From an optimization exercise on the open Yosys and OpenROAD flow, aimed at small area and a short achievable clock period; shortcuts taken in it are not production practice.
Function was checked by simulation only, so behaviour that the tests miss may differ from the original.
Power and IR drop assume default switching activity.

### config.mk
export PLATFORM = sky130hd
export DESIGN_NAME = mips_cpu
export DESIGN_NICKNAME = mips_cpu
export VERILOG_FILES = /design/flow/design.v
export SDC_FILE = /design/flow/constraint.sdc
export NUM_CORES = 4
export LEC_CHECK = 0
export CAP_MARGIN = 20
export CORE_MARGIN = 2
export CORE_UTILIZATION = 40
export PLACE_DENSITY = 0.6
export SLEW_MARGIN = 20
### constraint.sdc
create_clock -name core_clock -period 10.5 [get_ports {clk}]
set_input_delay 2.1000 -clock core_clock [delete_from_list [all_inputs] [get_ports {clk}]]
set_output_delay 2.1000 -clock core_clock [all_outputs]
set_load 0.01 [all_outputs]
### design.v
module Adder(
	input [31:0] in1,
	input [31:0] in2, 
	output [31:0] out);
	assign out = in1+in2;
endmodule 
module And(
	input a,
	input b,
	output c);
	assign c = a&b;
endmodule 
module BranchPC (
	input [31:0] pcPlus4,
	input [31:0] imm,
	output reg [31:0] branchPc);
	always @(pcPlus4 or imm) begin
		branchPc = pcPlus4 + (imm<<2);
	end
endmodule
module JumpPC(
	input [31:0] nextPc,
	input [31:0] inst,
	output reg [31:0] jumpPc);
	always @(nextPc or inst) begin
		jumpPc[1:0] = 2'b00;
		jumpPc[27:2] = inst[25:0];
		jumpPc[31:28] = nextPc[31:28];
	end 
endmodule 
module Mux5 (
	input [4:0] in1,
	input [4:0] in2, 
	input sel,
	output reg [4:0] out);
	always @(in1 or in2 or sel) begin
		if(sel == 0) begin out = in1; end
		else begin out = in2; end
	end
endmodule 
module Mux32 (
	input [31:0] in1,
	input [31:0] in2, 
	input sel,
	output reg [31:0] out);
	always @(in1 or in2 or sel) begin
		if(sel == 0) begin out = in1; end
		else begin out = in2; end
	end
endmodule 
module SignExtend16(
	input [15:0] in,
	output reg [31:0] out);
	always @(in) begin
		out[15:0] = in;
		out[31:16] = {16{in[15]}};
	end
endmodule
module ALU_Control(
	input [5:0] opcode,
	input [5:0] funct,
	output reg[5:0] CONTROL_ALU_BITS);
	always @(opcode or funct) begin
		case(opcode)
			6'b000000:  
				begin CONTROL_ALU_BITS = funct; end
			6'b001000:  
				begin CONTROL_ALU_BITS = 6'b100000; end
			6'b001001:  
				begin CONTROL_ALU_BITS = 6'b100001; end
			6'b001100:  
				begin CONTROL_ALU_BITS = 6'b100100; end
			6'b001101:  
				begin CONTROL_ALU_BITS = 6'b100101; end
			6'b001010:  
				begin CONTROL_ALU_BITS = 6'b101010; end
			6'b001011:  
				begin CONTROL_ALU_BITS = 6'b101011; end
			6'b001110:  
				begin CONTROL_ALU_BITS = 6'b100110; end
			6'b100000, 6'b100011, 6'b101000, 6'b101011:  
				begin CONTROL_ALU_BITS = 6'b100001; end
			6'b001111:  
				begin CONTROL_ALU_BITS = 6'b111000; end
			6'b000100:  
				begin CONTROL_ALU_BITS = 6'b110000; end
			6'b000101:  
				begin CONTROL_ALU_BITS = 6'b110001; end
			6'b000111:  
				begin CONTROL_ALU_BITS = 6'b110010; end
			6'b000110:  
				begin CONTROL_ALU_BITS = 6'b110011; end
			6'b000001:  
				begin CONTROL_ALU_BITS = funct; end
			default: CONTROL_ALU_BITS = 6'b111111;
		endcase
	end
endmodule
module ALU (
	input signed [31:0] in1,
	input signed [31:0] in2,
	input [5:0] CONTROL_ALU_BITS,
	output reg[31:0] out, 
	output reg zero);
	reg [31:0] unsigned_in1;
	reg [31:0] unsigned_in2;
	always @(in1 or in2 or CONTROL_ALU_BITS) begin
		unsigned_in1 = in1;
		unsigned_in2 = in2;
		out = 32'd0; zero = 1'b0;
		case(CONTROL_ALU_BITS) 
			6'b100000:    
				begin out = in1 + in2; zero = 1'b0; end
			6'b100001:    
				begin out = in1 + in2; zero = 1'b0; end 
			6'b100100:    
				begin out = in1 & in2; zero = 1'b0; end
			6'b100101:    
				begin out = in1 | in2; zero = 1'b0; end
			6'b100110:    
				begin out = in1 ^ in2; zero = 1'b0; end
			6'b100010:    
				begin out = in1 - in2; zero = 1'b0; end
			6'b100011:    
				begin out = in1 - in2; zero = 1'b0; end
			6'b000000, 6'b000100:    
				begin out = unsigned_in1 << unsigned_in2; zero = 1'b0; end
			6'b000011:    
				begin out = unsigned_in1 >> unsigned_in2; zero = 1'b0; end
			6'b000010:    
				begin out = unsigned_in1 >> unsigned_in2; zero = 1'b0; end
			6'b000110:    
				begin out = unsigned_in1 >> unsigned_in2; zero = 1'b0; end
			6'b101010:   
				begin if (in1<in2) begin out = 32'd1; end else begin out = 32'd0; end zero=1'b0; end
			6'b101011:    
				begin 
					if (unsigned_in1<unsigned_in2) begin out = 32'd1; end else begin out = 32'd0; end zero=1'b0; end
			6'b001000:  
				begin out = in1; zero=1'b0; end
			6'b111000:  
				begin out = {in2[15:0], 16'd0}; zero=1'b0; end
			6'b110000:  
				begin out = 32'd0; zero = in1 == in2; end
			6'b110001:  
				begin out = 32'd0; zero = in1 != in2; end
			6'b110010:  
				begin out = 32'd0; zero = in1 > 0; end
			6'b110011:  
				begin out = 32'd0; zero = in1 <= 0; end
			6'b110100:  
				begin out = 32'd0; zero = in1 >= 0; end
			6'b110101:  
				begin out = 32'd0; zero = in1 < 0; end
			default: begin out = 32'd0; zero = 1'b0; end
		endcase
	end
endmodule 
module RegisterFile(
	input Clk,
	input Rst,
	input [4:0] readReg1,
	input [4:0] readReg2,
	input [4:0] writeReg,
	input [31:0] writeData,
	input CONTROL_REG_WRITE,
	output reg[31:0] readData1,
	output reg[31:0] readData2);
	reg [31:0] memory[7:0];
	integer i;
	always @(posedge Clk) begin
		if (Rst) begin
			for (i = 0; i < 8; i = i + 1) memory[i] <= (i == 1) ? 32'h00000001 : 32'h00000000;
		end else if (CONTROL_REG_WRITE == 1) begin
			memory[writeReg[2:0]] <= writeData;
		end
	end
	always @(*) begin
		readData1 = memory[readReg1[2:0]];
		readData2 = memory[readReg2[2:0]];
	end
endmodule 
module Core
(
  input Clk,
  input Rst,
  input [31:0] instruction,
  input [31:0] regData1,
  input [31:0] regData2,
  input [31:0] ramOutput,
  output reg CONTROL_REG_WRITE,
  output reg CONTROL_MEM_READ,
  output reg CONTROL_MEM_WRITE,
  output reg CONTROL_BRANCH,
  output reg [4:0] readReg1,
  output reg [4:0] readReg2,
  output [4:0] writeReg,
  output [31:0] aluOutput,
  output [31:0] writeRegData,
  output reg [31:0] PC
);
	reg CONTROL_REG_DST, CONTROL_ALU_SRC, CONTROL_MEM_TO_REG;
	reg CONTROL_JUMP, CONTROL_JUMP_REGISTER, CONTROL_LINK;
	wire CONTROL_BRANCH_SELECT;
	wire [5:0] CONTROL_ALU_BITS;
	reg [5:0] funct;
	wire [31:0] aluInput1;
	wire [31:0] aluInput2;
	wire aluZero;
	wire [31:0] pcPlus4;
	wire [31:0] jumpPc;
	wire [31:0] branchPc;
	wire [31:0] afterBranchPc;
	wire [31:0] nextPc;
	wire [31:0] afterJumpPc;
	reg [5:0]opcode;reg [4:0]s;reg [4:0]t;reg [4:0]d;reg [15:0]immediate;reg [4:0] shift;
	wire [31:0] signExtendedImmediate;
	Mux5 writeRegMux(t, d, CONTROL_REG_DST, writeReg);
	Mux32 alu1Mux(regData1, 32'd0, 1'b0, aluInput1);
	Mux32 alu2Mux(regData2, signExtendedImmediate, CONTROL_ALU_SRC, aluInput2);
	SignExtend16 immSignExtend(immediate, signExtendedImmediate);
	ALU_Control aluControl(opcode, funct, CONTROL_ALU_BITS);
	ALU alu(aluInput1, aluInput2, CONTROL_ALU_BITS, aluOutput, aluZero);
	wire [31:0] tempPc = PC;
	wire [31:0] tempIns = instruction;
	Adder pcAdder(tempPc, 32'h00000004, pcPlus4);
	JumpPC gettingJumpPc(pcPlus4, tempIns, jumpPc);
	BranchPC gettingBranchPc(pcPlus4, signExtendedImmediate, branchPc);
	And branchAnd(aluZero, CONTROL_BRANCH, CONTROL_BRANCH_SELECT);
	Mux32 branchSelectPC(pcPlus4, branchPc, CONTROL_BRANCH_SELECT, afterBranchPc);
	Mux32 jumpSelectPC(afterBranchPc, jumpPc, CONTROL_JUMP, afterJumpPc);
	Mux32 jumpRegisterSelectPC(afterJumpPc, aluOutput, CONTROL_JUMP_REGISTER, nextPc);
	wire[31:0] afterMemOutput;
	Mux32 writeRegDataMux(aluOutput, ramOutput, CONTROL_MEM_TO_REG, afterMemOutput);
	Mux32 writeLinkPCMux(afterMemOutput, pcPlus4, CONTROL_LINK, writeRegData);
	always @(posedge Clk) begin
		if (Rst) PC <= 32'h00000000;
		else PC <= nextPc;
	end
	always @(*) begin
		opcode = instruction[31:26];
		s = instruction[25:21];
		readReg1 = instruction[25:21];
		readReg2 = instruction[20:16];
		t = instruction[20:16];
		d = instruction[15:11];
		immediate = instruction[15:0];
		shift = instruction[10:6];
		funct = instruction[5:0];
		CONTROL_REG_DST = 0;
		CONTROL_ALU_SRC = 0;
		CONTROL_REG_WRITE = 0;
		CONTROL_MEM_TO_REG = 0;
		CONTROL_MEM_READ = 0;
		CONTROL_MEM_WRITE = 0;
		CONTROL_BRANCH = 0;
		CONTROL_JUMP = 0;
		CONTROL_LINK = 0;
		CONTROL_JUMP_REGISTER = 0;
		case(opcode)
			6'b000000:  begin      
				CONTROL_REG_DST = 1;
				if(funct == 6'b001000) begin CONTROL_JUMP_REGISTER = 1'b1; CONTROL_REG_WRITE = 1'b0; end
				else begin CONTROL_JUMP_REGISTER = 1'b0; CONTROL_REG_WRITE = 1'b1; end
				end
			6'b001000, 6'b001001, 6'b001100, 6'b001101, 6'b001010, 6'b001011, 6'b001110:  begin      
				CONTROL_ALU_SRC = 1;
				CONTROL_REG_WRITE = 1;
				end
			6'b100000, 6'b100011: begin   
				CONTROL_ALU_SRC = 1;
				CONTROL_REG_WRITE = 1;
				CONTROL_MEM_TO_REG = 1;
				CONTROL_MEM_READ = 1;
				end
			6'b101000, 6'b101011: begin   
				CONTROL_ALU_SRC = 1;
				CONTROL_MEM_WRITE = 1;
				end
			6'b001111: begin   
				CONTROL_ALU_SRC = 1;
				CONTROL_REG_WRITE = 1;
				end
			6'b000010: begin   
				CONTROL_JUMP = 1;
				end
			6'b000011: begin  
				d = 5'h1f;
				CONTROL_REG_DST = 1;
				CONTROL_REG_WRITE = 1;
				CONTROL_JUMP = 1;
				CONTROL_LINK = 1;
				end
			6'b000100, 6'b000111, 6'b000110, 6'b000101: begin  
				CONTROL_BRANCH = 1;
				end
			6'b000001: begin  
				funct = 6'b111111;
				if (t==5'b00000) begin CONTROL_BRANCH = 1; funct=6'b110100; end
				if (t==5'b10000) begin CONTROL_BRANCH = 1; CONTROL_LINK = 1; CONTROL_REG_WRITE = 1; CONTROL_REG_DST = 1; d = 5'h1f; funct=6'b110100; end
				if (t==5'b00001) begin CONTROL_BRANCH = 1; funct=6'b110101; end
				if (t==5'b10001) begin CONTROL_BRANCH = 1; CONTROL_LINK = 1; CONTROL_REG_WRITE = 1; CONTROL_REG_DST = 1; d = 5'h1f; funct=6'b110101; end
				end
			default: ;
		endcase
	end
endmodule
module mips_cpu (
  input         clk,
  input         rst,
  output [31:0] imem_addr,
  input  [31:0] imem_rdata,
  output [31:0] dmem_addr,
  output [31:0] dmem_wdata,
  output        dmem_we,
  output        dmem_re,
  input  [31:0] dmem_rdata,
  output        reg_we,
  output [4:0]  reg_waddr,
  output [31:0] reg_wdata
);
  wire [4:0] readReg1, readReg2;
  wire [31:0] regData1, regData2;
  wire branch;
  RegisterFile register(clk, rst, readReg1, readReg2, reg_waddr, reg_wdata, reg_we, regData1, regData2);
  Core core(clk, rst, imem_rdata, regData1, regData2, dmem_rdata, reg_we, dmem_re, dmem_we,
    branch, readReg1, readReg2, reg_waddr, dmem_addr, reg_wdata, imem_addr);
  assign dmem_wdata = regData2;
endmodule
### run.sh
#!/bin/bash
# synth_recipe.tcl (not shown) runs the flow's synth.tcl, then flattens the netlist and writes it again
# the make line also repeats each setting of config.mk as NAME=value (left out here)
make -C /OpenROAD-flow-scripts/flow DESIGN_CONFIG=/design/flow/config.mk WORK_HOME=/design/flow/orfs CLKGATE_MAP_FILE= SYNTH_SCRIPT=/design/flow/synth_recipe.tcl finish
==> results.txt <==
- CTS root buf: clkbuf_16
- Fin crit share: 0.987
- Port bufs: 201
- PD cells: 139 nW/um^2
- Maximum vdd drop: 0.176 mV
- RSZ-0062 raised after global routing: no
- Yosys top cell area share: 0.268
- Clock transition at path regs: 0.06 ns
- Postcts setup bufs: 0
- Setup-failing EPs final: 0
- Number of global-route vias before repair: 29500
- Syn. warnings: 9
- Initial antenna violation count: 9
- Critical path data required time: 8.40 ns
- Number of flops mapped to enable cells by yosys: 256
- Slew Limit Fails: 0
- Clk_skew: 0.0497 ns
- Hold_ws: 0.533 ns
- Worst-Margin Slew: 1.19 ns
- Largest net degree at the start of global routing: 64
- Core Box Area: 71200 um^2
- TritonCTS Sinks: 288
- Post-synth top area cell: edfxtp_1
- Predominant post-synthesis flop cell: edfxtp_1
- DP HPWL: 134 mm
- Total GRT Usage: 0.456
- Die Span Y: 272 um
- # DRC: 0
- Drt pass-1 iters: 10
- Via count: 31800
- R2R Path Start: register.memory[7][29]
- Die ar.: 73800 um^2
- WL per Instance: 38.5 um
- Post-synthesis async set-or-reset flop share: 0
- Status: finished clean
- Register area share after synthesis: 0.291
- Worst r2r dst: core.PC[26]
- Commonest non-fill, non-tap cell in the layout: nor2_1
- Mapped Area: 28700 um^2
- Synth Instances: 3253
- Synth cell types: 106
- Final WL: 174 mm
- H-tree Lvls: 1
- Hold violation count in the final report: 0
- Util after Layout: 0.484
- Synth area leaders: edfxtp_1 (27%), mux4_2 (7.5%), ha_1 (5.8%)
- Syn_area_per_cell: 8.81 um^2
- Leak: 13.2 nW
- Grt ovf: 0
- Endpoint of the worst hold-timing path: core.PC[0]
- Layout net count: 3756
- Worst-path fanout max: 31
- Clock Latency Late Sink: 0.61 ns
- #FFs+latches synth: 288
- Maximum clock frequency: 96.5 MHz
- Worst Reg2Reg Path Length in Cells: 17
- Layout cell share with drive strength beyond 1: 0.184
- Reg2reg setup slack: 4.64 ns
- Ports: 202
- Crit path arrival time: 8.27 ns
- Routability cong.: 1.09
- Syn nets: 3456
- CTS tree: built
- Most frequent cells in the layout: nor2_1 (371), buf_4 (313), edfxtp_1 (256)
- Clock Tree Buf Depth: 3
- Drt first-iter violations: 5803
- Via density: 7.02
- Hold-fix buffers at CTS: 0
- Filler Cells Inserted: 6905
- Setup Crit Path Kind: in2out
- CTS buffer count: 31
- Tmin final: 10.37 ns
- Global-route wire length before repair: 239 mm
- WHS Path Cells: 2
- DRT antenna net count: 0
- Row count: 98
- Layout Area Growth over Synthesis: 20.3%
- Initial core utilization: 0.402
- CP startpoint kind: input pin
- Rel. slew slack: 0.198
- Worst setup EP type: primary output
- Die span in x: 272 um
- Min-delay src: core.PC[0]
- Max-Cap Viols: 0
- Hold Path Class: reg2reg
==> how the worst max path moves through the flow <==
stage	startpoint	endpoint	depth (start not counted)
2_1_floorplan	imem_rdata[16]	reg_wdata[26]	22
3_5_place_dp	imem_rdata[26]	reg_wdata[26]	20
3_3_place_gp	imem_rdata[16]	reg_wdata[26]	22
6_report	imem_rdata[16]	reg_wdata[26]	22
4_1_cts	imem_rdata[26]	reg_wdata[26]	20
5_1_grt	imem_rdata[16]	reg_wdata[19]	21
==> cells by family after synthesis <==
logic type / synth area share
AND/OR/NAND/NOR: 0.190
AO/OA/AOI/OAI: 0.240
buffers and inverters: 0.0551
flip-flops: 0.291
multiplexers: 0.144
adder cells (fa/ha/maj): 0.0606
XOR/XNOR: 0.0202
==> state kept, by name, summed over array words and instances (netlist names) <==
signal and cells:
register.memory 256, core.PC 32
==> power by group <==
part	switching [mW]	internal, mW	total (mW)	leakage, nW
combinational	1.50	0.756	2.26	9.74
sequential	0.0299	1.29	1.32	2.91
clock	0.492	0.712	1.20	0.522
total	2.02	2.76	4.78	13.2
==> Yosys cell counts, types with 29 or more instances <==
cell	count
mux4_2	96
mux2i_1	95
clkbuf_1	161
buf_2	44
dfxtp_1	32
nor3_1	86
a31oi_1	30
edfxtp_1	256
o22ai_1	34
or3_1	40
a221oi_1	32
a211oi_1	46
nand2_1	229
ha_1	134
o21ai_0	184
nand4_1	45
xnor2_1	44
o211ai_1	85
a21oi_1	197
nor2_1	377
nand3_1	115
buf_1	29
mux2_2	77
nand2b_1	33
inv_1	107
and2_1	81
==> worst max-delay path: stages <==
cell             delay (ns)
buf_8                  0.29
buf_4                  0.26
mux4_2                 0.52
mux2i_2                0.29
buf_4                  0.23
nand2_1                0.09
o21ai_1                0.28
ha_1                   0.40
buf_4                  0.19
a21oi_1                0.20
o31a_1                 0.20
nand3b_1               0.24
a2111oi_2              0.44
buf_4                  0.22
o211ai_1               0.10
a221oi_1               0.34
mux2_2                 0.41
a211o_1                0.29
mux2i_4                0.25
buf_4                  0.17
nand2_1                0.09
clkdlybuf4s50_1        0.52
==> timing repair <==
action                     in CTS  in global routing
setup endpoints to repair       2                  6
gates resized for setup         4                  8
pin swaps                       0                  1
==> area by class of cell <==
class                           count  area, um^2  share of cell area
Antenna cell                        4        10.0            0.000290
Clock buffer                       37         798              0.0231
Clock inverter                     19         277             0.00802
Inverter                          118         443              0.0128
Multi-Input combinational cell   2592       18900               0.548
Sequential cell                   288        8330               0.242
Tap cell                          950        1190              0.0345
Timing Repair Buffer              522        4540               0.132
==> per-stage QoR <==
step | instance area (um^2) | TNS [ns] | power [mW] | cells | setup WS (ns)
floorplan | 28700 | 0 | 2.42 | 3253 | 0.965
global placement | 33300 | -0.315 | 3.49 | 4470 | -0.279
detailed placement | 33300 | -0.217 | 3.46 | 4470 | -0.217
CTS | 34400 | 0 | 4.65 | 4526 | 0.0578
global route | 34500 | 0 | 4.86 | 4526 | 0.0341
finish | 34500 | 0 | 4.78 | 4530 | 0.134
==> metal layers <==
metal,wire length [um],vias up,track usage,share of wire
met5,49,-,0,0.00028
met1,65900,15600,0.583,0.38
li1,-,13100,-,-
met3,22500,600,0.148,0.13
met2,72300,2515,0.671,0.41
met4,13500,8,0.274,0.077

-- separate check: timing with driven ports --
Ports are ideal in the flow. The routed layout listed here was re-timed in OpenROAD.
Step 1 assumes that a clkbuf_16 drives the clock port and a buf_2 every other input.
Step 2 times the ports against the registers' clock, not the clock port: input delays grow and output delays shrink by t, the midpoint of the rising clock arrivals with the driver on.
Three values: no drivers, after step 1, after step 2; two values: the first two.
t, ns: 0.644
setup WS [ns]: 0.134 / 0.066 / 0.066
worst hold slack (ns): 0.533 / 0.533 / 0.533
worst setup path after step 2: input to output
worst register clock-pin slew, ns: 0.08 / 0.08
After both steps setup and hold are still met in this run. The setup slack of this run moves by -0.068 ns with the drivers and by -0.068 ns with both steps.
